This design comes from an exercise in tuning for small area and a short achievable clock period on the open sky130 flow, not from production work.
RTL that was checked went through simulation tests only; none was proved equivalent to the original.
The RTL of run 1 was laid out without a check of its function.
Power figures rest on the tool's default switching activity, not on a simulated workload.

### design/flow/config.mk
export PLATFORM = sky130hd
export DESIGN_NAME = ifetcher_top
export DESIGN_NICKNAME = ifetcher_top
export VERILOG_FILES = /design/flow/design.v
export SDC_FILE = /design/flow/constraint.sdc
export NUM_CORES = 4
export LEC_CHECK = 0
export ABC_CLOCK_PERIOD_IN_PS = 2000
export CAP_MARGIN = 20
export CORE_MARGIN = 2
export CORE_UTILIZATION = 65
export PLACE_DENSITY = 0.7
export SETUP_SLACK_MARGIN = 2.0
export SLEW_MARGIN = 20
export TNS_END_PERCENT = 15
### design/flow/constraint.sdc
create_clock -name core_clock -period 4.0 [get_ports {iClk}]
set_input_delay 0.8000 -clock core_clock [delete_from_list [all_inputs] [get_ports {iClk}]]
set_output_delay 0.8000 -clock core_clock [all_outputs]
set_load 0.01 [all_outputs]
### design/flow/design.v
module ifetcher_top #(parameter PCW=32, parameter IW=32, parameter CW=8) (
	iClk,
	iResetn,
	fromCache_resp,
	fromCache_instr,
	toCache_req,
	toCache_pc,
	iJumpVld,
	iJumpPC,
	fromDec_RE,
	toDec_RD,
	toDec_empty,
	oTimeoutFatal
);
	input iClk,iResetn;
	input fromCache_resp;
	input iJumpVld;
	input [PCW-1:0] iJumpPC;
	input [IW*4-1:0] fromCache_instr;
	input fromDec_RE;
	output toCache_req;
	output [PCW-1:0] toCache_pc;
	output oTimeoutFatal;
	output [IW*4-1:0] toDec_RD;
	output toDec_empty;
	localparam N = 7;
	localparam W = IW*4;
	reg [PCW-1:0] rPC;
	wire [PCW-1:0] pc = iJumpVld ? iJumpPC : rPC;
	assign toCache_pc = pc;
	wire [PCW-1:0] pcInc = {pc[PCW-1:2] + 1'b1, pc[1:0]};
	always @(posedge iClk or negedge iResetn) begin
		if (!iResetn)
			rPC <= {PCW{1'b0}};
		else if (fromCache_resp)
			rPC <= pcInc;
		else
			rPC <= pc;
	end
	reg rReq;
	reg rFullD;  
	reg [CW-1:0] rCnt;
	reg rFatal;
	reg rJumpPend;
	reg rFlush;
	reg [2:0] rCount;
	reg rFilled;  
	assign toCache_req = rReq;
	assign oTimeoutFatal = rFatal;
	assign toDec_empty = ~rFilled;
	wire cntZero = ~|rCnt;
	wire clear = rFlush | (rJumpPend & cntZero);
	wire [CW-1:0] cntNext = fromCache_resp ? {CW{1'b0}} :
	                        ~rFullD ? rCnt + 1'b1 : rCnt;
	wire [2:0] countNext = clear ? 3'd0 :
	                       rCount + {2'b0,fromCache_resp} - {2'b0,fromDec_RE};
	always @(posedge iClk or negedge iResetn) begin
		if (!iResetn) begin
			rReq <= 1'b0;
			rFullD <= 1'b1;
			rCnt <= {CW{1'b0}};
			rFatal <= 1'b0;
			rJumpPend <= 1'b0;
			rFlush <= 1'b0;
			rCount <= 3'd0;
			rFilled <= 1'b0;
		end else begin
			rReq <= (rCount < 3'd6);
			rFullD <= (rCount >= 3'd6);
			rCnt <= cntNext;
			rFatal <= &cntNext;
			if (iJumpVld)
				rJumpPend <= 1'b1;
			else if (rFlush)
				rJumpPend <= 1'b0;
			rFlush <= ~rFlush & rJumpPend & cntZero;
			rCount <= countNext;
			rFilled <= (countNext != 3'd0);
		end
	end
	localparam NB = N-1;
	reg [NB-1:0] rWSel, rRSel;
	reg rBEmpty;
	reg [W-1:0] rHead;
	reg [W-1:0] ring [0:NB-1];
	wire toHead = ~rFilled | (fromDec_RE & rBEmpty);
	wire ringWr = fromCache_resp & ~toHead;
	wire ringRd = fromDec_RE & ~rBEmpty;
	always @(posedge iClk or negedge iResetn) begin
		if (!iResetn) begin
			rWSel <= {{NB-1{1'b0}},1'b1};
			rRSel <= {{NB-1{1'b0}},1'b1};
			rBEmpty <= 1'b1;
		end else begin
			if (clear) begin
				rWSel <= {{NB-1{1'b0}},1'b1};
				rRSel <= {{NB-1{1'b0}},1'b1};
			end else begin
				if (ringWr)
					rWSel <= {rWSel[NB-2:0],rWSel[NB-1]};
				if (ringRd)
					rRSel <= {rRSel[NB-2:0],rRSel[NB-1]};
			end
			rBEmpty <= (countNext <= 3'd1);
		end
	end
	integer i;
	always @(posedge iClk) begin
		for (i = 0; i < NB; i = i + 1)
			if (fromCache_resp & rWSel[i])
				ring[i] <= fromCache_instr;
	end
	wire [NB-1:0] rdSel = rRSel & {NB{~rBEmpty}};
	reg [W-1:0] headD;
	always @(*) begin
		headD = fromCache_instr & {W{rBEmpty}};
		for (i = 0; i < NB; i = i + 1)
			headD = headD | (ring[i] & {W{rdSel[i]}});
	end
	always @(posedge iClk) begin
		if (fromDec_RE | ~rFilled)
			rHead <= headD;
	end
	assign toDec_RD = rHead;
endmodule
### design/flow/flow/run.sh
#!/bin/bash
# Standard synthesis, then a small netlist rewrite of the toCache_pc muxes
# (flow/eco_pc.tcl), then the standard layout with plain buf_1 port buffers
# and a clock tree of larger leaf clusters without dummy loads; pin
# placement constrained by flow/io.tcl.
set -euo pipefail
export BUFFER_PORTS_ARGS="-buffer_cell sky130_fd_sc_hd__buf_1"
export IO_CONSTRAINTS="$PWD/flow/io.tcl"
export CTS_ARGS="-sink_clustering_enable -repair_clock_nets -dont_use_dummy_load -buf_list sky130_fd_sc_hd__clkbuf_16 -sink_clustering_size 24 -sink_clustering_max_diameter 60"
bash standard.sh synth > flow_synth.log 2>&1
R=orfs/results/${FLOW_PLATFORM}/ifetcher_top/base
ECO_IN=$R/1_synth.odb ECO_OUT=$R/1_synth.odb openroad -no_init -exit flow/eco_pc.tcl > flow_eco.log 2>&1
bash standard.sh > flow_make.log 2>&1
### design/flow/flow/eco_pc.tcl
# Post-synthesis rewrite of the toCache_pc output muxes: each address bit
# gets its own NAND-NAND mux (iJumpVld ? iJumpPC[i] : rPC[i]) that drives
# only the port; logic the old mux output also fed keeps the old mux.
# Logic left without loads is then removed. No register is touched.
read_db $::env(ECO_IN)
set block [ord::get_db_block]
proc master {n} { return [[ord::get_db] findMaster sky130_fd_sc_hd__$n] }
proc bnet {name} {
  foreach bt [[ord::get_db_block] getBTerms] { if {[$bt getName] eq $name} { return [$bt getNet] } }
  error "no port $name"
}
set ffq [dict create]
foreach inst [$block getInsts] {
  if {[regexp {^rPC\\?\[([0-9]+)\\?\]} [$inst getName] -> i]} {
    dict set ffq $i [[$inst findITerm Q] getNet]
  }
}
if {[dict size $ffq] != 32} { error "found [dict size $ffq] rPC flops" }
set jv [bnet iJumpVld]
set inv [odb::dbInst_create $block [master inv_2] eco_jvb]
set jvb [odb::dbNet_create $block eco_jvb_n]
[$inv findITerm A] connect $jv
[$inv findITerm Y] connect $jvb
for {set i 0} {$i < 32} {incr i} {
  set onet [bnet "toCache_pc\[$i\]"]
  set old [odb::dbNet_create $block eco_pc_old_$i]
  foreach it [$onet getITerms] { $it disconnect; $it connect $old }
  set a [odb::dbNet_create $block eco_pc_a_$i]
  set b [odb::dbNet_create $block eco_pc_b_$i]
  set g1 [odb::dbInst_create $block [master nand2_1] eco_pc_g1_$i]
  set g2 [odb::dbInst_create $block [master nand2_1] eco_pc_g2_$i]
  set g3 [odb::dbInst_create $block [master nand2_1] eco_pc_g3_$i]
  [$g1 findITerm A] connect $jv
  [$g1 findITerm B] connect [bnet "iJumpPC\[$i\]"]
  [$g1 findITerm Y] connect $a
  [$g2 findITerm A] connect $jvb
  [$g2 findITerm B] connect [dict get $ffq $i]
  [$g2 findITerm Y] connect $b
  [$g3 findITerm A] connect $a
  [$g3 findITerm B] connect $b
  [$g3 findITerm Y] connect $onet
}
# remove logic whose outputs drive nothing
set removed 0
while 1 {
  set dead {}
  foreach inst [$block getInsts] {
    set outs 0; set used 0
    foreach it [$inst getITerms] {
      if {[$it getSigType] ne "SIGNAL"} continue
      if {![$it isOutputSignal]} continue
      incr outs
      set n [$it getNet]
      if {$n eq "NULL" || $n eq ""} continue
      if {[llength [$n getBTerms]] > 0 || [llength [$n getITerms]] > 1} { set used 1 }
    }
    if {$outs > 0 && !$used} { lappend dead $inst }
  }
  if {[llength $dead] == 0} break
  foreach inst $dead {
    set nets {}
    foreach it [$inst getITerms] { set n [$it getNet]; if {$n ne "NULL" && $n ne ""} { lappend nets $n } }
    odb::dbInst_destroy $inst
    incr removed
    foreach n $nets { if {[llength [$n getITerms]] == 0 && [llength [$n getBTerms]] == 0} { odb::dbNet_destroy $n } }
  }
}
puts "eco_pc: removed $removed dead instances"
write_db $::env(ECO_OUT)
### design/flow/flow/io.tcl
# Keep the jump address, the fetch address and iJumpVld together on one
# edge, bit by bit, with iJumpVld in the middle; the clock pin mid-edge.
set_io_pin_constraint -group -order -region bottom:* -pin_names [list {iJumpPC[0]} {toCache_pc[0]} {iJumpPC[1]} {toCache_pc[1]} {iJumpPC[2]} {toCache_pc[2]} {iJumpPC[3]} {toCache_pc[3]} {iJumpPC[4]} {toCache_pc[4]} {iJumpPC[5]} {toCache_pc[5]} {iJumpPC[6]} {toCache_pc[6]} {iJumpPC[7]} {toCache_pc[7]} {iJumpPC[8]} {toCache_pc[8]} {iJumpPC[9]} {toCache_pc[9]} {iJumpPC[10]} {toCache_pc[10]} {iJumpPC[11]} {toCache_pc[11]} {iJumpPC[12]} {toCache_pc[12]} {iJumpPC[13]} {toCache_pc[13]} {iJumpPC[14]} {toCache_pc[14]} {iJumpPC[15]} {toCache_pc[15]} {iJumpVld} {iJumpPC[16]} {toCache_pc[16]} {iJumpPC[17]} {toCache_pc[17]} {iJumpPC[18]} {toCache_pc[18]} {iJumpPC[19]} {toCache_pc[19]} {iJumpPC[20]} {toCache_pc[20]} {iJumpPC[21]} {toCache_pc[21]} {iJumpPC[22]} {toCache_pc[22]} {iJumpPC[23]} {toCache_pc[23]} {iJumpPC[24]} {toCache_pc[24]} {iJumpPC[25]} {toCache_pc[25]} {iJumpPC[26]} {toCache_pc[26]} {iJumpPC[27]} {toCache_pc[27]} {iJumpPC[28]} {toCache_pc[28]} {iJumpPC[29]} {toCache_pc[29]} {iJumpPC[30]} {toCache_pc[30]} {iJumpPC[31]} {toCache_pc[31]}]
set_io_pin_constraint -region top:100-137 -pin_names [list iClk]
### design/flow/standard.sh
#!/bin/bash
# synth_recipe.tcl (not shown) runs the flow's synth.tcl, then flattens the netlist and writes it again
# the make line also repeats each setting of config.mk as NAME=value (left out here)
make -C /OpenROAD-flow-scripts/flow DESIGN_CONFIG=/design/flow/config.mk WORK_HOME=/design/flow/orfs CLKGATE_MAP_FILE= SYNTH_SCRIPT=/design/flow/synth_recipe.tcl "${@:-finish}"
==> summary.txt, run 1 <==
Endpoint of the worst-slack reg-to-reg timing path: rHead[37]. The initial cell density of the core is 65.4%. The flow ran to the end and the layout has no timing, DRC or antenna violations.

The largest clock skew in the final design is 0.0602 ns, and the wire length of the first global-routing pass is 124000 um. The number of clock buffers inserted by TritonCTS is 50, and the total congestion overflow is 0. The antenna violation net count after detailed routing was 0.

The synthesized instance count came out at 1928. The post-synth design cell area is 35000 um^2. The master of the slowest instance on the critical path is sky130_fd_sc_hd__buf_16.

The insertion delay to the later sink of the worst-skew pair is 0.62 ns, and the HPWL after detailed placement is 43900 um. Clock-pin transition on the worst setup and hold timing paths: 0.08 ns. The number of violations of the max-capacitance limit was 0. The worst setup path is captured at an output pin.

The tools report the total number of yosys warnings as 2. The number of antenna violations at the first check in global routing came out at 18. The tools report the count of final max-slew check failures as 0.

The final layout net count came out at 2446. The path class of the tightest hold or removal check is primary input to async pin. TritonCTS built the clock tree.

Headroom to the max-slew limit: 33.5%. For the hold violation total from the final report, the log shows 0. The remaining design rule violation count is 0. The upper clock frequency limit is 445 MHz, and the number of buffers inserted for hold repair after clock tree synthesis is 0.

For the endpoint required time on the critical path, the log shows 3.20 ns. The design draws 0.0223 W. The total iterations of the first detailed-routing run is 8, and the delay of the slowest cell on the worst path is 0.17 ns. During I/O placement, the number of pins put on the boundary was 328. The H-tree level count was 2; the full die area was 55800 um^2.

The signal on the critical path passes through buf_16, buf_16, inv_12, nand2_1, nand2_1, buf_2. For the final routed database, the setup TNS stands at 0 ns. Largest fanout on the critical path: 8. Setup violations remaining at the end of the flow were counted as 0.

For this design the ratio of total power to cell area is 565 nW/um^2. The tools report the total number of vias as 20006. Setup repair after global routing could not meet its margin everywhere. The placed instances occupy a cell area of 37400 um^2.

The synthesized area per cell is 18.2 um^2. The tools report the startpoint type of the worst setup path as a primary input. Global routing used 30.1% of the available tracks.

The post-route netlist has 10.6% of its cells at a drive strength greater than 1. Final clock period utilization by the worst path: 56.1%. Entering global routing, the biggest net connects 77 pins. In this run the tool buffered the top-level ports with 327 buffer cells. The setup check on the worst reg-to-reg path leaves a slack of 1.92 ns. The height of the chip is 236 um, and the core area is 53600 um^2. The cell depth of the worst flop-to-flop path was 5; the final wirelength was 84300 um.

Counting I/O delays and the setup requirement, the final critical path takes 2.25 ns. The first routing iteration left 2756 violations. The finished cells cover 39400 um^2.

The tools report the total nets after synthesis as 2100. Worst path arrival time: 1.45 ns. The width of the die was 236 um. The number of global-route vias before repair was 19850; the area overhead of the layout relative to synthesis was 12.5%.

Launching point of the worst reg2reg path: rBEmpty. The wire length per cell after detailed routing is 28.3 um, and the slew of the pin with the lowest slew margin is 0.993 ns. The peak supply drop is 454 uV, and the buffer depth of the longest clock path is 3.

In the routed layout, each cell is associated on average with a via count of 6.72. The total number of placement rows came out at 85. In this run the static leakage power is 12.9 nW.

Root buffer selected by CTS: sky130_fd_sc_hd__clkbuf_16. At the end of routability-driven placement, the weighted congestion stood at 0.888. Type of the worst setup path: primary input to output pin. For this design, the sink count on the clock tree is 958.
==> cell usage in the layout, fill, tap and decap left out, types with 10 or more instances in the layout <==
master	n
sky130_fd_sc_hd__edfxtp_1	896
sky130_fd_sc_hd__buf_1	292
sky130_fd_sc_hd__a22oi_1	257
sky130_fd_sc_hd__nand3_1	144
sky130_fd_sc_hd__a222oi_1	128
sky130_fd_sc_hd__nand2_1	105
sky130_fd_sc_hd__dfrtp_1	58
sky130_fd_sc_hd__clkbuf_16	50
sky130_fd_sc_hd__buf_2	31
sky130_fd_sc_hd__buf_4	31
sky130_fd_sc_hd__buf_12	25
sky130_fd_sc_hd__mux2_2	24
sky130_fd_sc_hd__nor2_1	23
sky130_fd_sc_hd__xnor2_1	17
sky130_fd_sc_hd__xor2_1	16
sky130_fd_sc_hd__mux2i_1	14
sky130_fd_sc_hd__nand2_2	12
sky130_fd_sc_hd__inv_1	10
==> stage by stage <==
stage / setup WS (ns) / hold slack, ns / std cells / utilization [%]
2_1_floorplan: 1.40 / 0.476 / 1928 / -
3_3_place_gp: 0.900 / 0.499 / 2882 / 69.8
3_5_place_dp: 0.842 / 0.504 / 2882 / 69.8
4_1_cts: 1.79 / 0.161 / 2967 / 73.3
5_1_grt: 1.75 / 0.208 / 2976 / 73.6
6_report: 1.75 / 0.169 / 2976 / 73.6
==> area by class of cell <==
cell class	count	area [um^2]
clock buffer	50	1250
antenna	8	20.0
tap	696	871
sequential	958	28500
fill	3198	14200
timing repair buffer	397	2440
timing repair inverter	3	43.8
multi-input combinational	853	6280
inverter	11	57.6
==> what timing repair did <==
item,CTS,global route
gates cloned,16,0
resized for setup,57,27
buffers inserted,19,1
endpoints found under the setup margin,605,174
pin swaps,2,13
==> worst max path at each step <==
stage / startpoint / endpoint / slack, ns / depth (start not counted)
2_1_floorplan: iJumpVld / rPC[22] / 1.40 / 11
3_3_place_gp: iJumpVld / rPC[31] / 0.90 / 7
3_5_place_dp: iJumpVld / rPC[31] / 0.84 / 7
4_1_cts: iJumpVld / toCache_pc[1] / 1.79 / 5
5_1_grt: iJumpVld / toCache_pc[31] / 1.75 / 6
6_report: iJumpVld / toCache_pc[8] / 1.75 / 6
==> layer usage <==
metal / share of wire (%) / up-vias / global-route usage [%]
met5: 0.14 / - / 0
met4: 3.0 / 18 / 10.8
met3: 8.9 / 169 / 5.25
met2: 50 / 970 / 49.8
met1: 38 / 10184 / 41.1
li1: - / 8665 / -
==> power breakdown <==
part	total, W	switching, W	internal, W
registers	0.0129	0.000474	0.0125
logic	0.00427	0.00285	0.00142
clock network	0.00506	0.00284	0.00222
total	0.0223	0.00616	0.0161
==> state kept, by name (all words and copies together) (netlist names) <==
| name | flops |
|---|---|
| rFlush | 1 |
| rFilled | 1 |
| rRSel | 6 |
| ring | 768 |
| rJumpPend | 1 |
| rBEmpty | 1 |
| rPC | 32 |
| rFatal | 1 |
| rReq | 1 |
| rCnt | 8 |
| rHead | 128 |
| rCount | 3 |
| rFullD | 1 |
| rWSel | 6 |
==> worst max-delay path: cells and delay by family <==
kind          cells  cell delay, ns
simple gates      2            0.15
buf+inv           4            0.50
==> inputs of run 2 (changes only) <==
--- a/design/flow/design.v
+++ b/design/flow/design.v
@@ -38,7 +38,6 @@
 			rPC <= pc;
 	end
 	reg rReq;
-	reg rFullD;  
 	reg [CW-1:0] rCnt;
 	reg rFatal;
 	reg rJumpPend;
@@ -51,13 +50,12 @@
 	wire cntZero = ~|rCnt;
 	wire clear = rFlush | (rJumpPend & cntZero);
 	wire [CW-1:0] cntNext = fromCache_resp ? {CW{1'b0}} :
-	                        ~rFullD ? rCnt + 1'b1 : rCnt;
+	                        rReq ? rCnt + 1'b1 : rCnt;
 	wire [2:0] countNext = clear ? 3'd0 :
 	                       rCount + {2'b0,fromCache_resp} - {2'b0,fromDec_RE};
 	always @(posedge iClk or negedge iResetn) begin
 		if (!iResetn) begin
 			rReq <= 1'b0;
-			rFullD <= 1'b1;
 			rCnt <= {CW{1'b0}};
 			rFatal <= 1'b0;
 			rJumpPend <= 1'b0;
@@ -66,7 +64,6 @@
 			rFilled <= 1'b0;
 		end else begin
 			rReq <= (rCount < 3'd6);
-			rFullD <= (rCount >= 3'd6);
 			rCnt <= cntNext;
 			rFatal <= &cntNext;
 			if (iJumpVld)
--- a/design/flow/flow/run.sh
+++ b/design/flow/flow/run.sh
@@ -6,7 +6,7 @@
 set -euo pipefail
 export BUFFER_PORTS_ARGS="-buffer_cell sky130_fd_sc_hd__buf_1"
 export IO_CONSTRAINTS="$PWD/flow/io.tcl"
-export CTS_ARGS="-sink_clustering_enable -repair_clock_nets -dont_use_dummy_load -buf_list sky130_fd_sc_hd__clkbuf_16 -sink_clustering_size 24 -sink_clustering_max_diameter 60"
+export CTS_ARGS="-sink_clustering_enable -repair_clock_nets -dont_use_dummy_load -buf_list sky130_fd_sc_hd__clkbuf_16 -sink_clustering_size 28 -sink_clustering_max_diameter 80"
 bash standard.sh synth > flow_synth.log 2>&1
 R=orfs/results/${FLOW_PLATFORM}/ifetcher_top/base
 ECO_IN=$R/1_synth.odb ECO_OUT=$R/1_synth.odb openroad -no_init -exit flow/eco_pc.tcl > flow_eco.log 2>&1
--- a/design/flow/config.mk
+++ b/design/flow/config.mk
@@ -12,4 +12,4 @@
 export PLACE_DENSITY = 0.7
 export SETUP_SLACK_MARGIN = 2.0
 export SLEW_MARGIN = 20
-export TNS_END_PERCENT = 15
+export TNS_END_PERCENT = 0
==> run 2 against run 1 <==
Against the previous run:
- first-iteration DRC count is 0.54% lower
- largest power group unchanged
- synthesized cell count barely moved
- clock-buffer cell count down 10
- still clean
- largest cell class unchanged
- critical path depth fell by 1
- worst hold slack improved by 0.079 ns
==> summary.txt, run 2 <==
The worst-case IR drop observed on VDD is 527 uV. The flow ran to the end and the layout has no timing, DRC or antenna violations. In this run the core area contains 84 standard-cell rows. The I/O pin count was 328. The floorplan step set the die width to 236 um. Setup violations remaining at the end of the flow were counted as 0.

Setup repair after global routing could not meet its margin everywhere. TritonCTS built the clock tree. The worst setup slack for register-to-register paths is 1.87 ns. Walking the worst path, the cells encountered are buf_16, buf_16, nand2_1, nand2_1, buf_2.

Before antenna repair, the detailed router went through 8 iterations. The final clock period utilization by the worst path works out to 53.4%. Hold is met by 0.249 ns. The pin count of the biggest net entering global routing came out at 101.

The clock-pin transition on the worst setup and hold timing paths is 0.10 ns, and the total number of yosys warnings is 2. The delay of the slowest cell on the worst path was 0.15 ns; the power density over cell area was 552 nW/um^2. Most flop-heavy register: ring.

A synthesized cell averages 18.1 um^2. Across the run, the number of max-cap violations was 0. For the worst setup path, the data required time is 3.20 ns.

The number of nets handed over by synthesis was 2099. Of all nets on the critical path, the largest fanout is 11. Data arrives at the worst endpoint at 1.33 ns.

Dividing the detail-routed wire length by the instance count gives 27.9 um. The clock period minus worst slack works out to 2.13 ns. Derived from the worst setup path, the maximum achievable clock frequency is 468 MHz. At the later pin of the worst-skew pair, clock insertion delay measures 0.60 ns.

In the synthesized netlist, the number of instances is 1927. Root buffer selected by CTS: sky130_fd_sc_hd__clkbuf_16. The number of buffers and inverters on the critical path works out to 3. The endpoint identified for the worst register-to-register timing path is rHead[98]. The initial utilization of the core area, before any placement, comes to 66.1%. The logs give 0.0363 ns for the largest clock skew in the final design and 2 for the H-tree level count. The slew of the pin with the lowest slew margin is 1.13 ns. The final layout net count was 2412. The area overhead of the layout relative to synthesis was 10.5%. Counting the buffers created by CTS gives 40. The cell depth of the worst flop-to-flop path works out to 5.

The longest clock path from root to sink contains 3 buffers. In the layout the commonest cells are sky130_fd_sc_hd__edfxtp_1 (896), sky130_fd_sc_hd__buf_1 (293), sky130_fd_sc_hd__a22oi_1 (257), sky130_fd_sc_hd__nand3_1 (142), sky130_fd_sc_hd__a222oi_1 (128). The iteration-0 DRC count of the detailed router is 2741, and the height of the chip is 236 um. The total area inside the core boundary comes to 52900 um^2. Detailed placement ended at an HPWL of 41400 um.

After synthesis the cells add up to 35000 um^2. In the routed design, unresolved DRC markers number 0. The routed layout has 19786 vias. For this block, the routed nets add up to 81800 um of wire. The path class of the lowest-slack min-delay path is primary input to async pin. In this run the tool buffered the top-level ports with 327 buffer cells. The slowest stage of the critical path belongs to the cell sky130_fd_sc_hd__buf_16. The number of sinks on the clock net was 957. By startpoint and endpoint, the worst setup path is classified as primary input to output pin. The total congestion overflow is 0, and the count of final max-slew check failures is 0. The flip-flop count of the largest register after layout is 768. Fraction of layout instances using a drive strength above 1: 8.49%. The worst pin sits at a relative slew slack of 24.0%. The largest registers in the layout are ring: 768 flops, rHead: 128 flops, rPC: 32 flops. Element type at the critical path end: an output pin. The tools report the number of buffers inserted for hold repair after clock tree synthesis as 0. In this run the remaining antenna-violating nets after routing total 0.

The first global-routing pass estimated 119000 um of wire. The worst setup path is launched from a primary input. The commonest non-fill, non-tap cell in the layout was sky130_fd_sc_hd__edfxtp_1. For the all-layer global routing usage, the log shows 28.6%. The launching point of the worst reg2reg path was rBEmpty.

The placer congestion estimate was 0.929; the number of global-route vias before repair was 19731. Fill cells in the final layout number 3279. The gate family responsible for the most delay along the worst path is buffers and inverters.

The die covers 55600 um^2. After detailed routing, the number of vias per cell comes to 6.75. The leakage component of the power was 12.6 nW.

Number of antenna violations at the first check in global routing: 13. The hold violation total from the final report was 0; the total negative slack was 0 ns.
run 2: layout make-up:
cell class,instances,area (um^2),share of cell area (%)
Sequential cell,957,28400,73.6
Timing Repair Buffer,380,2120,5.48
Inverter,17,80.1,0.207
Clock buffer,40,1000,2.59
Tap cell,688,861,2.23
Multi-Input combinational cell,844,6110,15.8
Antenna cell,6,15.0,0.0389
run 2: routing by layer:
metal	GRT usage (%)	part of all wire (%)	vias to the layer above
li1	-	-	8552
met1	38.6	37	10077
met2	48.0	50	1016
met3	5.14	10	127
met4	9.23	2.8	14
met5	0	0.12	-
run 2: metrics by stage:
step	setup slack (ns)	instance area (um^2)	std cells	power [W]	util [%]
floorplan	1.58	35000	1927	0.0151	-
global placement	0.935	37100	2865	0.0167	70.2
detailed placement	0.835	37100	2865	0.0168	70.2
CTS	1.87	38500	2924	0.0214	72.9
global route	1.81	38600	2931	0.0221	73.1
finish	1.87	38600	2932	0.0213	73.1
run 2: worst max-delay path by stage:
stage,from,end,slack [ns],depth (start not counted)
2_1_floorplan,fromCache_resp,ring[1][0],1.58,3
3_3_place_gp,iJumpVld,rPC[28],0.93,8
3_5_place_dp,iJumpVld,rPC[28],0.83,8
4_1_cts,rPC[5],toCache_pc[5],1.87,3
5_1_grt,iJumpVld,toCache_pc[2],1.81,5
6_report,iJumpVld,toCache_pc[26],1.87,5
run 2: power breakdown:
part | internal, W | switching, W | leakage (nW)
Combinational | 0.00118 | 0.00270 | 3.03
Sequential | 0.0124 | 0.000485 | 9.09
Clock | 0.00181 | 0.00272 | 0.493
run 2: repair_timing:
action                     4_1_cts  5_1_grt
resized for setup               54       16
setup buffers                   11        0
hold endpoints to repair         0        0
gates cloned                     8        2
setup endpoints to repair      576      203
pin swaps                        4        4
==> inputs of run 3 (changes only) <==
--- a/design/flow/design.v
+++ b/design/flow/design.v
@@ -38,32 +38,37 @@
 			rPC <= pc;
 	end
 	reg rReq;
+	reg rFullD;  
 	reg [CW-1:0] rCnt;
 	reg rFatal;
 	reg rJumpPend;
 	reg rFlush;
 	reg [2:0] rCount;
 	reg rFilled;  
+	reg rEmptyD;  
 	assign toCache_req = rReq;
 	assign oTimeoutFatal = rFatal;
 	assign toDec_empty = ~rFilled;
 	wire cntZero = ~|rCnt;
 	wire clear = rFlush | (rJumpPend & cntZero);
 	wire [CW-1:0] cntNext = fromCache_resp ? {CW{1'b0}} :
-	                        rReq ? rCnt + 1'b1 : rCnt;
+	                        ~rFullD ? rCnt + 1'b1 : rCnt;
 	wire [2:0] countNext = clear ? 3'd0 :
 	                       rCount + {2'b0,fromCache_resp} - {2'b0,fromDec_RE};
 	always @(posedge iClk or negedge iResetn) begin
 		if (!iResetn) begin
 			rReq <= 1'b0;
+			rFullD <= 1'b1;
 			rCnt <= {CW{1'b0}};
 			rFatal <= 1'b0;
 			rJumpPend <= 1'b0;
 			rFlush <= 1'b0;
 			rCount <= 3'd0;
 			rFilled <= 1'b0;
+			rEmptyD <= 1'b1;
 		end else begin
 			rReq <= (rCount < 3'd6);
+			rFullD <= (rCount >= 3'd6);
 			rCnt <= cntNext;
 			rFatal <= &cntNext;
 			if (iJumpVld)
@@ -73,6 +78,7 @@
 			rFlush <= ~rFlush & rJumpPend & cntZero;
 			rCount <= countNext;
 			rFilled <= (countNext != 3'd0);
+			rEmptyD <= (countNext == 3'd0);
 		end
 	end
 	localparam NB = N-1;
@@ -80,7 +86,7 @@
 	reg rBEmpty;
 	reg [W-1:0] rHead;
 	reg [W-1:0] ring [0:NB-1];
-	wire toHead = ~rFilled | (fromDec_RE & rBEmpty);
+	wire toHead = rEmptyD | (fromDec_RE & rBEmpty);
 	wire ringWr = fromCache_resp & ~toHead;
 	wire ringRd = fromDec_RE & ~rBEmpty;
 	always @(posedge iClk or negedge iResetn) begin
@@ -115,7 +121,7 @@
 			headD = headD | (ring[i] & {W{rdSel[i]}});
 	end
 	always @(posedge iClk) begin
-		if (fromDec_RE | ~rFilled)
+		if (fromDec_RE | rEmptyD)
 			rHead <= headD;
 	end
 	assign toDec_RD = rHead;
--- a/design/flow/config.mk
+++ b/design/flow/config.mk
@@ -10,6 +10,6 @@
 export CORE_MARGIN = 2
 export CORE_UTILIZATION = 65
 export PLACE_DENSITY = 0.7
-export SETUP_SLACK_MARGIN = 2.0
+export SETUP_SLACK_MARGIN = 1.9
 export SLEW_MARGIN = 20
-export TNS_END_PERCENT = 0
+export TNS_END_PERCENT = 100
==> run 3 against run 2 <==
Against the previous run:
- total power up 2.0%
- still clean on timing, DRC and antenna
- register-to-register slack gained 0.07 ns
- first-iteration DRC count shrank 10%
- critical path type unchanged
- worst setup slack got worse by 0.015 ns
==> summary.txt, run 3 <==
The flow ran to the end and the layout has no timing, DRC or antenna violations. After detailed routing, the number of remaining DRC violations is 0. Across the routed clock network, the largest skew measured is 0.0563 ns. For this configuration, the core starts out at a cell density of 65.4%. The area growth from synthesis to layout is 11.4%. For this run the aggregate overflow at the end of global routing stands at 0. Averaged over all synthesized cells, the footprint is 18.1 um^2. The clock period could shrink to 2.15 ns. The number of buffers and inverters on the critical path was 3; the total nets after synthesis was 2108.

The cell family contributing the most delay on the critical path is buffers and inverters. Of the total power, the clock network draws 21.2%. Tracing the worst setup path back leads to its startpoint at iJumpVld.

The worst register-to-register path ends at rHead[86]. Per report_power, the combinational group accounts for 19.1% of the total. For the number of sinks on the clock net, the log shows 959.

The per-cell via count in the routed design was 6.65; the full die area was 55800 um^2. The run gives 27.8% as the all-layer global routing usage. The congestion estimate from routability-driven global placement came to 0.889. For the setup-violating endpoint count in the final report, the log shows 0.

The path class of the lowest-slack min-delay path is primary input to async pin. The count of final max-slew check failures was 0. After clock tree synthesis, the clock-pin slew on the worst setup and hold paths is 0.10 ns. The most flop-heavy register is ring. The tools report the launching point of the worst reg2reg path as rBEmpty. In this run, the number of DRC markers left after iteration 0 of detailed routing was 2456. The core region is 53600 um^2. The endpoint required time on the critical path is 3.20 ns, and the wire length per cell after detailed routing is 27.0 um. The post-route netlist has 9.72% of its cells at a drive strength greater than 1. The worst path uses 53.7% of the clock period. For the peak supply drop, the log shows 442 uV.

For this design the static power due to leakage is 12.8 nW. Sequential cells burn 59.6% of the power. The floorplan has 85 rows. In the layout the commonest cells are sky130_fd_sc_hd__edfxtp_1 (896), sky130_fd_sc_hd__buf_1 (292), sky130_fd_sc_hd__a22oi_1 (256), sky130_fd_sc_hd__nand3_1 (148), sky130_fd_sc_hd__a222oi_1 (128).

The count of buffers added on input and output ports is 327. The height of the chip was 236 um. Traced cell by cell, the critical path runs through buf_16, clkbuf_16, nand2_2, nand2_1, buf_2.

The startpoint type of the worst setup path is a primary input. The synthesized instance count was 1936; the total iterations of the first detailed-routing run was 9. The tools report the element type at the critical path end as an output pin.

In this run the remaining antenna-violating nets after routing total 0. Max-cap violations in this run came to 0. Summed over all layers, the routed wires come to 80100 um. Dividing total power by cell area gives a power density of 557 nW/um^2.

TritonCTS built the clock tree. The delay of the slowest cell on the worst path is 0.17 ns. The root buffer selected by CTS is sky130_fd_sc_hd__clkbuf_16. The floorplan step set the die width to 236 um. The tools report the hold violation total from the final report as 0. The largest fanout on the critical path works out to 7. For the switching power, the log shows 0.00598 W. For the number of antenna violations at the first check in global routing, the log shows 17. The internal power was 0.0158 W. For the pin with the worst max-slew slack, the measured transition is 0.776 ns.

The worst register-to-register path has a setup slack of 1.94 ns. Headroom to the max-slew limit came out at 48.0%. The number of fill cells in the layout was 3368. On the critical path, the stage with the largest delay is an instance of sky130_fd_sc_hd__clkbuf_16. The largest registers in the layout are ring: 768 flops, rHead: 128 flops, rPC: 32 flops.

The HPWL after detailed placement came out at 42200 um. Setup repair after global routing could not meet its margin everywhere. The number of clock buffers inserted by TritonCTS was 42; the final worst slack was 1.85 ns.

The buffer depth of the longest clock path is 3, and the upper clock frequency limit is 465 MHz. Commonest non-fill, non-tap cell in the layout: sky130_fd_sc_hd__edfxtp_1. The I/O pin count was 328; the placement-stage worst setup slack was 0.908 ns. Entering global routing, the biggest net connects 86 pins. Across all layers, the routed design uses 19766 vias.

The tools report the post-synth design cell area as 35100 um^2. The type of the worst setup path was primary input to output pin. The number of global-route vias before repair is 19353. Insertion delay to the later sink of the worst-skew pair: 0.61 ns. For the worst flop-to-flop path, the logic depth is 5. The final layout net count is 2438. The total negative slack was 0 ns; the worst path arrival time was 1.35 ns. Net switching is 27.5% of the power. The total number of yosys warnings was 2. The register with the most flip-flops in the layout has 768 of them.

The H-tree was split into 2 levels. The first global-routing pass estimated 117000 um of wire.
## run 3: what timing repair did
action / CTS / global route
hold buffers: 0 / 0
pin swaps: 8 / 8
cloned: 5 / 5
setup endpoints to repair: 289 / 88
setup buffers: 17 / 4
resized for setup: 67 / 19
## run 3: cell type report
cell class / count / area, um^2 / area share (%)
Timing Repair inverter: 1 / 11.3 / 0.0288
Multi-Input combinational cell: 851 / 6230 / 15.9
Tap cell: 696 / 871 / 2.23
Sequential cell: 959 / 28500 / 72.9
Clock buffer: 42 / 1050 / 2.69
Antenna cell: 12 / 30.0 / 0.0769
Inverter: 16 / 86.3 / 0.221
Timing Repair Buffer: 395 / 2290 / 5.86
## run 3: per-layer routing
layer / GRT usage, % / wire, um
met1: 37.9 / 30700
met2: 45.7 / 39700
met3: 4.90 / 6970
met4: 10.8 / 2690
met5: 0 / 91
## run 3: power by group through the flow
stage	clock network, W	registers, W	logic [W]
floorplan	0	0.0134	0.00187
global placement	0	0.0132	0.00387
detailed placement	0	0.0132	0.00393
CTS	0.00470	0.0130	0.00413
global route	0.00500	0.0131	0.00449
finish	0.00462	0.0130	0.00416
## run 3: per-stage QoR
stage	instance area [um^2]	total power, W	hold WS (ns)	utilization, %	instances
after floorplan	35200	0.0153	0.402	-	1936
after global placement	37400	0.0170	0.415	69.7	2887
after detailed placement	37400	0.0171	0.426	69.7	2887
after CTS	38900	0.0218	0.0605	72.5	2951
after global routing	39100	0.0226	0.0841	72.9	2969
final	39100	0.0218	0.0833	72.9	2972
## run 3: worst max-delay path by stage
stage	end	slack [ns]	depth (start not counted)
floorplan	rPC[30]	1.58	9
finish	toCache_pc[23]	1.85	5
global placement	rPC[30]	1.00	7
CTS	toCache_pc[21]	1.86	5
global route	toCache_pc[22]	1.83	5
detailed placement	rPC[30]	0.91	7
==> inputs of run 4 (changes only) <==
--- a/design/flow/config.mk
+++ b/design/flow/config.mk
@@ -10,6 +10,6 @@
 export CORE_MARGIN = 2
 export CORE_UTILIZATION = 65
 export PLACE_DENSITY = 0.7
-export SETUP_SLACK_MARGIN = 1.9
+export SETUP_SLACK_MARGIN = 2.0
 export SLEW_MARGIN = 20
-export TNS_END_PERCENT = 100
+export TNS_END_PERCENT = 0
==> run 4 against run 3 <==
Against the previous run:
- wire length is 0.97% lower
- still clean on timing, DRC and antenna
- first-iteration DRC count shrank 4.5%
- non-clock buffer count decreased by 12
- via count fell by 0.32%
- register-to-register slack got worse by 0.03 ns
- synthesized area did not move
- largest cell class unchanged
- core utilization down 0.44 points
- global-route usage is 0.41 points higher
- clock power about the same
- worst hold slack gained 0.087 ns
==> summary.txt, run 4 <==
The flow ran to the end and the layout has no timing, DRC or antenna violations. The largest registers in the layout are ring: 768 flops, rHead: 128 flops, rPC: 32 flops. The number of I/O port buffers was 327; the total number of vias was 19702. The final wirelength is 79300 um. For the upper clock frequency limit, the log shows 465 MHz. At the end of the flow, the number of nets in the layout was 2426.

The HPWL after detailed placement is 42900 um. The commonest non-fill, non-tap cell in the layout was sky130_fd_sc_hd__edfxtp_1. The number of nets in the synthesized netlist is 2108. The flip-flop count of the largest register after layout is 768.

For the number of clock buffers inserted by TritonCTS, the log shows 42. Fraction of layout instances using a drive strength above 1: 8.84%. Hold violation total from the final report: 0. Entering global routing, the biggest net connects 129 pins. Setup violations remaining at the end of the flow were counted as 0.

Cells fill 72.4% of the core in the end. The all-layer global routing usage was 28.2%; the worst setup slack for register-to-register paths was 1.91 ns. Routability-driven placement finished with a final weighted congestion of 0.879. After layout, the worst path uses 53.7% of the clock period. The initialized floorplan defines 85 standard-cell rows.

The number of buffers inserted for hold repair after clock tree synthesis came out at 0. In this run the critical register-to-register path is captured at rHead[32]. The count of final max-slew check failures was 0; the height of the chip was 236 um. The worst setup path is launched from a primary input.

The total number of yosys warnings was 2. Across the VDD grid, the largest voltage drop is 446 uV. The logs give 0 for the total congestion overflow and 65.4% for the initial cell density of the core.

The number of sinks on the clock net is 959, and the synthesized area per cell is 18.1 um^2. The iteration-0 DRC count of the detailed router is 2345. The number of violations of the max-capacitance limit was 0. Before antenna repair, the detailed router went through 9 iterations. Setup repair after global routing could not meet its margin everywhere. For the largest clock skew in the final design, the log shows 0.0502 ns.

The clock period minus worst slack was 2.15 ns; the headroom to the max-slew limit was 45.7%. The element type at the critical path end is an output pin. The buffer depth of the longest clock path came out at 3.

The tools report the number of global-route vias before repair as 19544. In the final routed layout, each cell accounts on average for 26.9 um. For the number of antenna violations at the first check in global routing, the log shows 10. In this run the power density over the cells is 556 nW/um^2. The most flop-heavy register is ring. The H-tree level count is 2, and the width of the die is 236 um. At the worst endpoint, the required time is 3.20 ns.

After clock tree synthesis, the clock-pin slew on the worst setup and hold paths is 0.10 ns. Leaving out fill and tap cells, the most frequent cells in the layout are sky130_fd_sc_hd__edfxtp_1 (896), sky130_fd_sc_hd__buf_1 (292), sky130_fd_sc_hd__a22oi_1 (257), sky130_fd_sc_hd__nand3_1 (148), sky130_fd_sc_hd__a222oi_1 (128). The analysis attributes to cell leakage a power of 12.7 nW.

Adding up every negative setup slack in the final design gives 0 ns. The type of the worst setup path was primary input to output pin. The wire length of the first global-routing pass came out at 119000 um. The path class of the lowest-slack min-delay path was primary input to async pin.

After detailed routing, the number of remaining DRC violations is 0. The largest fanout on the critical path came out at 7. The tools report the root buffer selected by CTS as sky130_fd_sc_hd__clkbuf_16. TritonCTS built the clock tree.

After detailed routing, the number of vias per cell comes to 6.68. The synthesized netlist occupies a cell area of 35100 um^2. At the pin with the least slew margin, the transition time is 0.814 ns.

The startpoint identified for the worst register-to-register timing path is rBEmpty. The floorplan step defined a die boundary enclosing 55800 um^2. The worst register-to-register path has a depth of 4. The clock reaches the later pin of the worst-skew pair after 0.60 ns.

Area overhead of the layout relative to synthesis: 10.7%. The worst path arrival time was 1.35 ns; the I/O pin count was 328. In this run the standard cell core region covers 53600 um^2. Once detail routing completed, the nets flagged for antenna violations numbered 0. The synthesized instance count came out at 1936.
[run 4: power by group]
part	switching, W	leakage (nW)	internal (W)	total, W
logic	0.00270	3.05	0.00127	0.00396
clock network	0.00276	0.518	0.00189	0.00465
registers	0.000486	9.12	0.0125	0.0130
[run 4: area by class of cell]
cell class / instances / area (um^2)
Inverter: 16 / 86.3
Clock buffer: 42 / 1050
Timing Repair Buffer: 383 / 2130
Sequential cell: 959 / 28500
Tap cell: 696 / 871
Multi-Input combinational cell: 851 / 6180
Antenna cell: 3 / 7.51
Fill cell: 3354 / 14800
Timing Repair inverter: 1 / 11.3
[run 4: stage by stage]
| stage | instances | worst slack, ns | power [W] | instance area, um^2 | hold slack [ns] |
|---|---|---|---|---|---|
| 2_1_floorplan | 1936 | 1.58 | 0.0153 | 35100 | 0.402 |
| 3_3_place_gp | 2887 | 0.965 | 0.0170 | 37400 | 0.418 |
| 3_5_place_dp | 2887 | 0.847 | 0.0171 | 37400 | 0.421 |
| 4_1_cts | 2945 | 1.89 | 0.0217 | 38800 | 0.165 |
| 5_1_grt | 2951 | 1.83 | 0.0224 | 38800 | 0.219 |
| 6_report | 2951 | 1.85 | 0.0216 | 38800 | 0.170 |
[run 4: worst max-delay path by stage]
stage | to | startpoint | cells after the start
2_1_floorplan | rPC[30] | iJumpVld | 9
3_3_place_gp | rPC[30] | iJumpVld | 7
3_5_place_dp | rPC[30] | iJumpVld | 7
4_1_cts | toCache_pc[23] | iJumpVld | 5
5_1_grt | toCache_pc[18] | iJumpVld | 5
6_report | toCache_pc[18] | iJumpVld | 5
[run 4: worst max-delay path, stage by stage]
cell,delay [ns]
sky130_fd_sc_hd__clkbuf_16,0.14
sky130_fd_sc_hd__buf_16,0.13
sky130_fd_sc_hd__nand2_1,0.05
sky130_fd_sc_hd__nand2_1,0.07
sky130_fd_sc_hd__buf_2,0.15
[run 4: routing by layer]
metal / GRT usage (%) / up-vias / wire length (um)
li1: - / 8604 / -
met1: 38.5 / 10086 / 30900
met2: 48.3 / 874 / 40300
met3: 4.54 / 124 / 6290
met4: 7.29 / 14 / 1780
met5: 0 / - / 83
[run 4: what timing repair did]
item / 4_1_cts / 5_1_grt
gates cloned: 5 / 2
endpoints found under the hold margin: 0 / 0
setup endpoints to repair: 225 / 250
buffers inserted: 11 / 1
pin swaps: 2 / 4
gates resized for setup: 60 / 7
==> inputs of run 5 (changes only) <==
--- a/design/flow/config.mk
+++ b/design/flow/config.mk
@@ -9,7 +9,7 @@
 export CAP_MARGIN = 20
 export CORE_MARGIN = 2
 export CORE_UTILIZATION = 65
-export PLACE_DENSITY = 0.7
+export PLACE_DENSITY = 0.8
 export SETUP_SLACK_MARGIN = 2.0
 export SLEW_MARGIN = 20
 export TNS_END_PERCENT = 0
==> run 5 against run 4 <==
Against the previous run:
- core utilization about the same
- clock skew up 0.0058 ns
- total power hardly changed
- die area is the same
- register-to-register slack lost 0.06 ns
- sequential share of layout area barely moved
- design area hardly changed
- worst hold slack gained 0.023 ns
- clock power fell by 2%
- flip-flop and latch count stayed put
- cell count rose by 0.37%
==> summary.txt, run 5 <==
For this block, the initial DRC count from the detailed router was 2692. Counting flops per register, the top entry is ring. Cells with a size suffix above 1 make up 8.67% of the layout. The run gives 72.5% as the post-route core utilization.

CTS placed an instance of sky130_fd_sc_hd__clkbuf_16 at the clock tree root. At the worst endpoint, the arrival time is 1.47 ns. The gate family responsible for the most delay along the worst path was buffers and inverters. Power spread over the standard cell area amounts to 556 nW/um^2. On the critical path, the stage with the largest delay is an instance of sky130_fd_sc_hd__clkbuf_16. Setup repair after global routing could not meet its margin everywhere. The run gives 0 as the number of buffers inserted for hold repair after clock tree synthesis. The full die area came out at 55800 um^2. Detailed placement finished with a half-perimeter wire length of 43700 um. The total number of placement rows is 85, and the per-cell via count in the routed design is 6.78. Synthesis produced a netlist whose cell count is 1936. For the pin with the worst max-slew slack, the measured transition is 0.931 ns. The width of the die came out at 236 um. STA classifies the critical path endpoint as an output pin.

Entering global routing, the biggest net connects 97 pins. On the final layout, the worst clock skew is 0.0560 ns. The H-tree level count was 2; the peak supply drop was 582 uV. Setup violations remaining at the end of the flow were counted as 0. The tool flagged a number of max-cap violations equal to 0. The number of fill cells in the layout is 3161. For the final layout net count, the log shows 2435.

After detailed placement, the design holds a cell count of 2896. Data on the critical path is required at its endpoint by 3.20 ns. The number of buffers and inverters on the critical path is 4.

The min-delay analysis places its worst path in the category primary input to async pin. In this run the deepest clock path goes through 3 buffers. The upper clock frequency limit was 440 MHz; the leakage component of the power was 12.7 nW.

The run gives 17 as the number of antenna violations at the first check in global routing. TritonCTS built the clock tree. For the hold violation total from the final report, the log shows 0. The critical path goes through clkbuf_16, buf_12, clkbuf_16, nand2_1, nand2_1, buf_1. The area of placed instances is 37400 um^2, and the wire length per cell after detailed routing is 26.8 um. After synthesis the cells add up to 35100 um^2.

For this run, the number of Yosys warnings is 2. In this run the tightest slew margin relative to its limit is 37.7%. The antenna violation net count after detailed routing is 0. The floorplan step defined a core boundary enclosing 53600 um^2. After detailed routing, the total wire length is 79500 um.

In this run the worst path has a maximum fanout of 6. The completed layout was analyzed and its total power is 0.0216 W. The library cell used most frequently in the layout, excluding fill and tap cells, is sky130_fd_sc_hd__edfxtp_1. The count of final max-slew check failures was 0. The smallest clock period supported by the final layout is computed as 2.27 ns. The placer congestion estimate is 0.907.

The run finished with no timing, DRC or antenna violations. The run gives 2962 as the non-filler instance count after layout. Input and output buffers added on the ports amount to 327.

For the wire length of the first global-routing pass, the log shows 120000 um. STA classifies the critical path startpoint as a primary input. For this run, the detailed router's first-pass iteration total came to 12. In the global route stage, overall resource usage came out at 28.4%. The I/O pin count was 328.

The largest registers in the layout are ring: 768 flops, rHead: 128 flops, rPC: 32 flops. Synthesized area per cell: 18.1 um^2. Leaving out fill and tap cells, the most frequent cells in the layout are sky130_fd_sc_hd__edfxtp_1 (896), sky130_fd_sc_hd__buf_1 (308), sky130_fd_sc_hd__a22oi_1 (256), sky130_fd_sc_hd__nand3_1 (148), sky130_fd_sc_hd__a222oi_1 (128). The remaining design rule violation count came out at 0. The run gives 65.4% as the initial cell density of the core.

Counting every net in the synthesized netlist gives 2108. The area overhead of the layout relative to synthesis was 10.8%. The insertion delay to the later sink of the worst-skew pair is 0.60 ns, and the delay of the slowest cell on the worst path is 0.14 ns. Buffers inserted during clock tree synthesis total 40.

The total number of vias came out at 20082. For this design, the sink count on the clock tree is 959. The height of the chip is 236 um. The worst setup path is of the primary input to output pin kind. The run gives 20332 as the number of global-route vias before repair. The flip-flop count of the largest register after layout is 768, and the final clock period utilization by the worst path is 56.8%. For the final routed database, the setup TNS stands at 0 ns.

The post-route standard cell area excluding fillers came out at 38800 um^2. For this run the aggregate overflow at the end of global routing stands at 0. After clock tree synthesis, the clock-pin slew on the worst setup and hold paths is 0.10 ns.
[run 5: cell type report]
| type | count | area (um^2) | share of cell area [%] |
|---|---|---|---|
| Sequential cell | 959 | 28500 | 73.4 |
| Antenna cell | 5 | 12.5 | 0.0322 |
| Inverter | 16 | 67.6 | 0.174 |
| Timing Repair Buffer | 394 | 2190 | 5.63 |
| Tap cell | 696 | 871 | 2.24 |
| Clock buffer | 40 | 1000 | 2.58 |
| Multi-Input combinational cell | 852 | 6200 | 16.0 |
[run 5: path summary, 6_finish.rpt]
path                               start              to  slack (ns)  cells after the start
worst min register to register    rFlush          rFlush        0.43                      1
worst max-delay path            iJumpVld  toCache_pc[21]        1.73                      6
worst max register to register  rRSel[0]       rHead[43]        1.85                      4
min in group core_clock           rFlush          rFlush        0.43                      1
max in group asynchronous        iResetn        rWSel[0]        3.12                      2
worst min-delay path             iResetn       rCount[0]        0.19                      1
[run 5: power by group]
part           switching, W  total [W]  internal [W]
clock network       0.00275    0.00455       0.00181
logic               0.00270    0.00400       0.00129
registers          0.000531     0.0130        0.0125
[run 5: per-layer routing]
| layer | wire, um | share of wire (%) | track usage (%) |
|---|---|---|---|
| met1 | 29500 | 37 | 38.1 |
| met2 | 40500 | 51 | 48.4 |
| met3 | 7320 | 9.2 | 5.13 |
| met4 | 1910 | 2.4 | 7.94 |
| met5 | 177 | 0.22 | 0 |
[run 5: through the flow]
step                hold slack (ns)  worst slack (ns)
CTS                           0.406              1.77
global route                  0.224              1.71
finish                        0.194              1.73
detailed placement            0.417             0.979
floorplan                     0.402              1.58
global placement              0.413              1.10
[run 5: repair_timing]
action	in CTS	in global routing
gates resized for setup	36	14
cloned	6	1
buffers inserted	12	2
pin swaps	2	4
setup endpoints to repair	270	495
==> inputs of run 6 (changes only) <==
==> design/flow/flow/run.sh (replaced) <==
#!/bin/bash
# Standard synthesis, then a small netlist rewrite of the toCache_pc muxes
# (flow/eco_pc.tcl), then the standard layout with buf_2 port buffers
# and a clock tree of larger leaf clusters without dummy loads; pin
# placement constrained by flow/io.tcl.
set -euo pipefail
export BUFFER_PORTS_ARGS="-buffer_cell sky130_fd_sc_hd__buf_2"
export IO_CONSTRAINTS="$PWD/flow/io.tcl"
export CTS_ARGS="-sink_clustering_enable -repair_clock_nets -dont_use_dummy_load -buf_list sky130_fd_sc_hd__clkbuf_16 -sink_clustering_size 28 -sink_clustering_max_diameter 80"
bash standard.sh synth > flow_synth.log 2>&1
R=orfs/results/${FLOW_PLATFORM}/ifetcher_top/base
ECO_IN=$R/1_synth.odb ECO_OUT=$R/1_synth.odb openroad -no_init -exit flow/eco_pc.tcl > flow_eco.log 2>&1
bash standard.sh > flow_make.log 2>&1
--- a/design/flow/config.mk
+++ b/design/flow/config.mk
@@ -9,7 +9,7 @@
 export CAP_MARGIN = 20
 export CORE_MARGIN = 2
 export CORE_UTILIZATION = 65
-export PLACE_DENSITY = 0.8
+export PLACE_DENSITY = 0.7
 export SETUP_SLACK_MARGIN = 2.0
 export SLEW_MARGIN = 20
 export TNS_END_PERCENT = 0
==> run 6 against run 5 <==
Against the previous run:
- sequential power about the same
- worst hold slack improved by 0.093 ns
- wire length fell by 0.53%
- critical path depth decreased by 1
- synthesized cell count stayed put
- critical endpoint is now rHead[53]
- die area stayed put
==> summary.txt, run 6 <==
The run finished with no timing, DRC or antenna violations. Entering global routing, the biggest net connects 129 pins. The logs give 3 for the buffer depth of the longest clock path and 19514 for the number of global-route vias before repair.

The number of nets in the synthesized netlist is 2108. The slew of the pin with the lowest slew margin works out to 1.17 ns. In the finished design, the share of the clock period the worst path needs comes to 60.7%. The signal on the critical path passes through buf_4, nor2b_4, buf_12, a22oi_1, nand3_1. Commonest non-fill, non-tap cell in the layout: sky130_fd_sc_hd__edfxtp_1. In this run, the number of DRC markers left after iteration 0 of detailed routing was 2434. The total number of placement rows came out at 85. The cell depth of the worst flop-to-flop path is 5. The largest registers in the layout are ring: 768 flops, rHead: 128 flops, rPC: 32 flops. The I/O pin count came out at 328. The run gives 35100 um^2 as the post-synth design cell area.

The library cells used most frequently in the layout, excluding fill and tap cells, are sky130_fd_sc_hd__edfxtp_1 (896), sky130_fd_sc_hd__buf_2 (326), sky130_fd_sc_hd__a22oi_1 (257), sky130_fd_sc_hd__nand3_1 (148), sky130_fd_sc_hd__a222oi_1 (128). Headroom to the max-slew limit: 22.2%. The area used by multi-input combinational logic was 6170 um^2; the total number of yosys warnings was 2. The post-route core utilization is 72.9%. The clock period minus worst slack is 2.43 ns, and the HPWL after detailed placement is 41200 um. For the worst setup path, the data required time is 4.32 ns. In this run the worst setup path begins at rBEmpty.

After detailed routing, the number of remaining DRC violations is 0. Global routing used 28.0% of the available tracks across all layers. The most flop-heavy register is ring.

From left edge to right edge, the die measures 236 um. The tools report the startpoint type of the worst setup path as a flip-flop. The total area inside the core boundary comes to 53600 um^2. The synthesized instance count came out at 1936.

The number of fill cells in the layout was 3335. The post-route netlist has 21.3% of its cells at a drive strength greater than 1. The master of the slowest instance on the critical path is sky130_fd_sc_hd__dfstp_4. Together, buffers and inverters on the worst path number 2. The delay of the slowest cell on the worst path works out to 0.76 ns.

Among cell families on the critical path, the largest total delay comes from flip-flops. The logs give 7 for the total iterations of the first detailed-routing run and 28500 um^2 for the area occupied by registers. The logs give 2.75 ns for the worst path arrival time and 25 for the number of antenna violations at the first check in global routing. Endpoint of the worst-slack reg-to-reg timing path: rHead[53]. The flip-flop count of the largest register after layout was 768.

TritonCTS built the clock tree. The area overhead of the layout relative to synthesis is 11.5%. At the end of the flow, the number of nets in the layout was 2414. Static timing analysis puts the maximum clock frequency at 412 MHz. The startpoint identified for the worst register-to-register timing path is rBEmpty. The die is 236 um tall.

The total congestion overflow was 0; the count of final max-slew check failures was 0. The worst setup slack for register-to-register paths is 1.57 ns, and the number of violations of the max-capacitance limit is 0. The number of clock buffers added by TritonCTS is 41. The logs give 118000 um for the wire length of the first global-routing pass and 65.4% for the initial cell density of the core.

The floorplan step defined a die boundary enclosing 55800 um^2. Path class of the lowest-slack min-delay path: primary input to async pin. At the later pin of the worst-skew pair, clock insertion delay measures 0.61 ns.

In this run the static leakage power is 13.4 nW. Dividing total power by cell area gives a power density of 556 nW/um^2. Root buffer selected by CTS: sky130_fd_sc_hd__clkbuf_16. Clock-pin slew was measured on the worst setup and hold paths at 0.10 ns. In the final timing run, aggregate negative setup slack is 0 ns.

The logs give 0 for the setup-violating endpoint count in the final report and 490 uV for the peak supply drop. The tools report the number of buffers inserted for hold repair after clock tree synthesis as 0. The critical path is of the flip-flop to flip-flop type.

The worst setup path is captured at a flip-flop. The clock net in this run drives a total of 959 sinks. The largest clock skew in the final design was 0.0611 ns; the synthesized area per cell was 18.1 um^2.

The routed layout has 19552 vias. After detailed routing, the average wire length per cell comes to 26.8 um. The antenna violation net count after detailed routing was 0.

For this block, the routed nets add up to 79100 um of wire. The congestion estimate from routability-driven global placement came to 0.877. The tools report the hold violation total from the final report as 0. The largest fanout on the critical path works out to 128.

In this run the tool buffered the top-level ports with 327 buffer cells. The H-tree level count was 2. Using the TritonRoute via totals, the vias-per-cell ratio works out to 6.63. Setup repair after global routing could not meet its margin everywhere.
-- run 6: area by class of cell --
class                   count  area share (%)
flip-flops and latches    959            72.9
multi-input cells         851            15.8
repair buffers            373            6.15
clock buffers              41            2.63
well taps                 696            2.23
inverters                  16           0.186
diodes                     15          0.0961
-- run 6: through the flow --
stage | hold WS [ns] | worst slack (ns) | cells | total power (W) | instance area (um^2)
3_3_place_gp | 0.413 | 0.945 | 2881 | 0.0172 | 37700
2_1_floorplan | 0.402 | 1.58 | 1936 | 0.0153 | 35100
6_report | 0.287 | 1.57 | 2951 | 0.0217 | 39100
3_5_place_dp | 0.423 | 0.798 | 2881 | 0.0173 | 37700
4_1_cts | 0.282 | 1.87 | 2936 | 0.0218 | 39000
5_1_grt | 0.314 | 1.79 | 2947 | 0.0225 | 39100
-- run 6: metal layers --
layer / routed length, um / track usage, %
met5: 140 / 0
met4: 2180 / 9.34
met3: 7140 / 5.55
met2: 38900 / 46.3
met1: 30700 / 38.2
-- run 6: worst max path at each step --
stage                           endpoint  cells past startpoint
final                          rHead[53]                      5
after floorplan                  rPC[30]                      9
after detailed placement         rPC[30]                      7
after global routing           rHead[28]                      4
after CTS                 toCache_pc[13]                      3
after global placement           rPC[30]                      7
-- run 6: worst register-to-register path: cells and delay by family, from the launching register on --
family | cells | cell delay, ns
flops | 1 | 0.76
buf+inv | 2 | 0.36
simple gates | 2 | 0.17
compound gates | 1 | 0.88
-- run 6: what timing repair did --
| item | 4_1_cts | 5_1_grt |
|---|---|---|
| gates cloned | 5 | 0 |
| pin swaps | 3 | 0 |
| buffers inserted | 9 | 0 |
| resized for setup | 19 | 1 |
| endpoints found under the setup margin | 311 | 505 |
-- run 6: power breakdown --
| part | total [W] | switching, W | internal [W] |
|---|---|---|---|
| clock network | 0.00458 | 0.00273 | 0.00185 |
| logic | 0.00416 | 0.00269 | 0.00148 |
| registers | 0.0130 | 0.000483 | 0.0125 |
==> inputs of run 7 (changes only) <==
--- a/design/flow/design.v
+++ b/design/flow/design.v
@@ -82,29 +82,29 @@
 		end
 	end
 	localparam NB = N-1;
-	reg [NB-1:0] rWSel, rRSel;
+	reg [NB-1:0] rWSel, rRdSel;
 	reg rBEmpty;
 	reg [W-1:0] rHead;
 	reg [W-1:0] ring [0:NB-1];
 	wire toHead = rEmptyD | (fromDec_RE & rBEmpty);
 	wire ringWr = fromCache_resp & ~toHead;
 	wire ringRd = fromDec_RE & ~rBEmpty;
+	wire bEmptyNext = (countNext <= 3'd1);
+	wire [NB-1:0] rdPtr = rBEmpty ? rWSel : rRdSel;
+	wire [NB-1:0] rdPtrNext = clear ? {{NB-1{1'b0}},1'b1} :
+	                          ringRd ? {rdPtr[NB-2:0],rdPtr[NB-1]} : rdPtr;
 	always @(posedge iClk or negedge iResetn) begin
 		if (!iResetn) begin
 			rWSel <= {{NB-1{1'b0}},1'b1};
-			rRSel <= {{NB-1{1'b0}},1'b1};
+			rRdSel <= {NB{1'b0}};
 			rBEmpty <= 1'b1;
 		end else begin
-			if (clear) begin
+			if (clear)
 				rWSel <= {{NB-1{1'b0}},1'b1};
-				rRSel <= {{NB-1{1'b0}},1'b1};
-			end else begin
-				if (ringWr)
-					rWSel <= {rWSel[NB-2:0],rWSel[NB-1]};
-				if (ringRd)
-					rRSel <= {rRSel[NB-2:0],rRSel[NB-1]};
-			end
-			rBEmpty <= (countNext <= 3'd1);
+			else if (ringWr)
+				rWSel <= {rWSel[NB-2:0],rWSel[NB-1]};
+			rRdSel <= rdPtrNext & {NB{~bEmptyNext}};
+			rBEmpty <= bEmptyNext;
 		end
 	end
 	integer i;
@@ -113,12 +113,11 @@
 			if (fromCache_resp & rWSel[i])
 				ring[i] <= fromCache_instr;
 	end
-	wire [NB-1:0] rdSel = rRSel & {NB{~rBEmpty}};
 	reg [W-1:0] headD;
 	always @(*) begin
 		headD = fromCache_instr & {W{rBEmpty}};
 		for (i = 0; i < NB; i = i + 1)
-			headD = headD | (ring[i] & {W{rdSel[i]}});
+			headD = headD | (ring[i] & {W{rRdSel[i]}});
 	end
 	always @(posedge iClk) begin
 		if (fromDec_RE | rEmptyD)
==> design/flow/flow/run.sh (replaced) <==
#!/bin/bash
# Standard synthesis, then a small netlist rewrite of the toCache_pc muxes
# (flow/eco_pc.tcl), then the standard layout with plain buf_1 port buffers
# and a clock tree of larger leaf clusters without dummy loads; pin
# placement constrained by flow/io.tcl.
set -euo pipefail
export BUFFER_PORTS_ARGS="-buffer_cell sky130_fd_sc_hd__buf_1"
export IO_CONSTRAINTS="$PWD/flow/io.tcl"
export CTS_ARGS="-sink_clustering_enable -repair_clock_nets -dont_use_dummy_load -buf_list sky130_fd_sc_hd__clkbuf_16 -sink_clustering_size 28 -sink_clustering_max_diameter 80"
bash standard.sh synth > flow_synth.log 2>&1
R=orfs/results/${FLOW_PLATFORM}/ifetcher_top/base
ECO_IN=$R/1_synth.odb ECO_OUT=$R/1_synth.odb openroad -no_init -exit flow/eco_pc.tcl > flow_eco.log 2>&1
bash standard.sh > flow_make.log 2>&1
--- a/design/flow/config.mk
+++ b/design/flow/config.mk
@@ -6,10 +6,10 @@
 export NUM_CORES = 4
 export LEC_CHECK = 0
 export ABC_CLOCK_PERIOD_IN_PS = 2000
-export CAP_MARGIN = 20
+export CAP_MARGIN = 10
 export CORE_MARGIN = 2
 export CORE_UTILIZATION = 65
 export PLACE_DENSITY = 0.7
 export SETUP_SLACK_MARGIN = 2.0
-export SLEW_MARGIN = 20
+export SLEW_MARGIN = 10
 export TNS_END_PERCENT = 0
==> run 7 against run 6 <==
Against the previous run:
- synthesized area barely moved
- clock power hardly changed
- global-route usage rose by 0.60 points
- die area is essentially flat
- critical endpoint is now toCache_pc[4]
==> summary.txt, run 7 <==
The congestion estimate from routability-driven global placement came to 0.928. The number of I/O port buffers is 327, and the count of final max-slew check failures is 0. The slew of the pin with the lowest slew margin works out to 1.03 ns.

The worst setup path is captured at an output pin. The register with the most flip-flops in the layout has 768 of them. The power density over cell area was 552 nW/um^2; the cell depth of the worst flop-to-flop path was 3. Leaving out fill and tap cells, the most frequent cells in the layout are sky130_fd_sc_hd__edfxtp_1 (896), sky130_fd_sc_hd__buf_1 (295), sky130_fd_sc_hd__a22oi_1 (260), sky130_fd_sc_hd__nand3_1 (140), sky130_fd_sc_hd__a222oi_1 (129). The startpoint type of the worst setup path is a primary input.

Setup repair after global routing could not meet its margin everywhere. Initial cell density of the core: 65.4%. The number of antenna violations at the first check in global routing was 10; the clock period minus worst slack was 2.13 ns.

Entering global routing, the biggest net connects 89 pins. The total overflow left after global routing is 0. The remaining design rule violation count is 0, and the headroom to the max-slew limit is 31.7%. For the worst-skew pair, the clock arrives at the later sink with an insertion delay of 0.61 ns. CTS placed an instance of sky130_fd_sc_hd__clkbuf_16 at the clock tree root.

The worst-case IR drop observed on VDD is 378 uV. The area growth from synthesis to layout is 10.7%. CTS saw 959 sinks. For this run, the number of Yosys warnings is 2. TritonCTS built the clock tree.

Along the worst path, the maximum fanout reaches 16. In this run the core area contains 85 standard-cell rows. From bottom edge to top edge, the die measures 236 um. In the finished design, the share of the clock period the worst path needs comes to 53.3%. The number of nets in the synthesized netlist is 2103. The setup-violating endpoint count in the final report was 0. The HPWL after detailed placement was 44000 um; the endpoint required time on the critical path was 3.20 ns. The wire length per cell after detailed routing is 27.4 um.

The run gives 2891 as the cell count after placement. Synthesized area per cell: 18.2 um^2. The largest clock skew in the final design was 0.0754 ns. The post-synth design cell area came out at 35100 um^2. Clock-pin slew was measured on the worst setup and hold paths at 0.10 ns.

The detail route stage leaves a number of antenna-violating nets equal to 0. The largest registers in the layout are ring: 768 flops, rHead: 128 flops, rPC: 32 flops. For this run, the top clock speed supported by timing is 469 MHz. For the total negative slack, the log shows 0 ns. Traced cell by cell, the critical path runs through clkbuf_16, inv_8, nand2_1, nand2_1, buf_1. The total iterations of the first detailed-routing run was 8; the I/O pin count was 328. For this run, the total global-route usage over all layers was measured as 28.7%.

The setup path with the least slack is of type primary input to output pin. The synthesized instance count was 1931. The run finished with no timing, DRC or antenna violations. The run gives 0 as the number of buffers inserted for hold repair after clock tree synthesis.

The clock passes through at most 3 buffers. The die covers 55800 um^2. The width of the die was 236 um; the number of global-route vias before repair was 20006.

The library cell used most frequently in the layout, excluding fill and tap cells, is sky130_fd_sc_hd__edfxtp_1. The core area was 53600 um^2. In this run the static leakage power is 12.6 nW. The H-tree generated during clock tree synthesis spans 2 levels. The tools report the worst path arrival time as 1.33 ns. Path class of the lowest-slack min-delay path: primary input to async pin. The fraction of layout instances using a drive strength above 1 is 9.02%.

Clock tree synthesis inserted a total of 41 buffers. The iteration-0 DRC count of the detailed router was 2746. ring holds more flip-flops than any other register. In this design, the critical path's most frequently occurring cell is sky130_fd_sc_hd__nand2_1. Across the run, the number of max-cap violations was 0.

Using the TritonRoute via totals, the vias-per-cell ratio works out to 6.72. Once layout is complete, the cells apart from fillers number 2952. The total number of vias was 19825; the hold violation total from the final report was 0. In this design, the stage delay of the slowest critical-path cell is 0.15 ns.

The logs give 121000 um for the wire length of the first global-routing pass and 2424 for the final layout net count. The master of the slowest instance on the critical path was sky130_fd_sc_hd__clkbuf_16. For the final wirelength, the log shows 80900 um.
## run 7: through the flow
stage          util (%)  power (W)  worst slack, ns  cell area, um^2  hold WS, ns
2_1_floorplan         -     0.0152             1.57            35200        0.402
3_5_place_dp       69.7     0.0169            0.744            37400        0.413
5_1_grt            72.4     0.0222             1.81            38800        0.425
4_1_cts            72.0     0.0214             1.83            38600        0.368
3_3_place_gp       69.7     0.0169            0.822            37400        0.416
6_report           72.4     0.0214             1.87            38800        0.368
## run 7: timing repair
action                                  in CTS  in global routing
gates cloned                                 3                  3
setup buffers                                1                  7
resized for setup                           24                 38
pin swaps                                    0                  6
endpoints found under the setup margin     246                174
## run 7: path summary, 6_finish.rpt
kind                                start            end  slack [ns]
worst max register to register  rRdSel[4]      rHead[84]        1.94
worst min-delay path              iResetn         rPC[6]        0.37
min in group core_clock         rCount[0]         rFullD        0.42
worst min register to register  rCount[0]         rFullD        0.42
max in group asynchronous         iResetn        rBEmpty        2.64
worst max-delay path             iJumpVld  toCache_pc[4]        1.87
## run 7: critical path: cells and delay by family
kind	cells	cell delay, ns
simple gates	2	0.12
buf+inv	3	0.39
## run 7: final cells by class
cell class              instances  area (um^2)
diodes                          6         15.0
clock buffers                  41         1030
fillers                      3334        14800
inverters                      15         82.6
multi-input cells             847         6130
flip-flops and latches        959        28500
well taps                     696          871
repair buffers                387         2160
repair inverters                1         11.3
## run 7: metal layers
layer / vias up / track usage [%] / wire length [um]
li1: 8599 / - / -
met1: 10088 / 39.0 / 30500
met2: 997 / 48.3 / 41000
met3: 131 / 4.17 / 7060
met4: 10 / 9.97 / 2290
met5: - / 0 / 67
## run 7: report_power, final
group | internal (W) | total (W) | switching [W] | leakage (nW)
Sequential | 0.0125 | 0.0131 | 0.000653 | 9.10
Clock | 0.00185 | 0.00460 | 0.00275 | 0.505
Combinational | 0.00122 | 0.00369 | 0.00248 | 3.00

==> afterwards: timing with drivers on the ports <==
No port has a modelled driver above. Below, the same layouts with a new extraction and two added sets of constraints. Step 1 sets driving cells, clkbuf_16 on the clock port and buf_2 on the other inputs (assumed; they add their load-dependent delay and slew). Step 2 times the ports against the registers' clock, not the clock port: input delays grow and output delays shrink by t, the midpoint of the rising clock arrivals with the driver on. Slacks: ideal ports / drivers / drivers and shift; pairs: ideal ports / drivers.
run | t, ns | setup WS [ns]
run 1 | 0.643 | 1.754 / 1.619 / 1.254
run 2 | 0.637 | 1.865 / 1.748 / 1.238
run 3 | 0.631 | 1.850 / 1.665 / 1.280
run 4 | 0.631 | 1.851 / 1.683 / 1.234
run 5 | 0.630 | 1.728 / 1.614 / 1.089
run 6 | 0.623 | 1.573 / 1.573 / 1.301
run 7 | 0.622 | 1.870 / 1.706 / 1.241
After both steps every run listed still meets setup and hold.
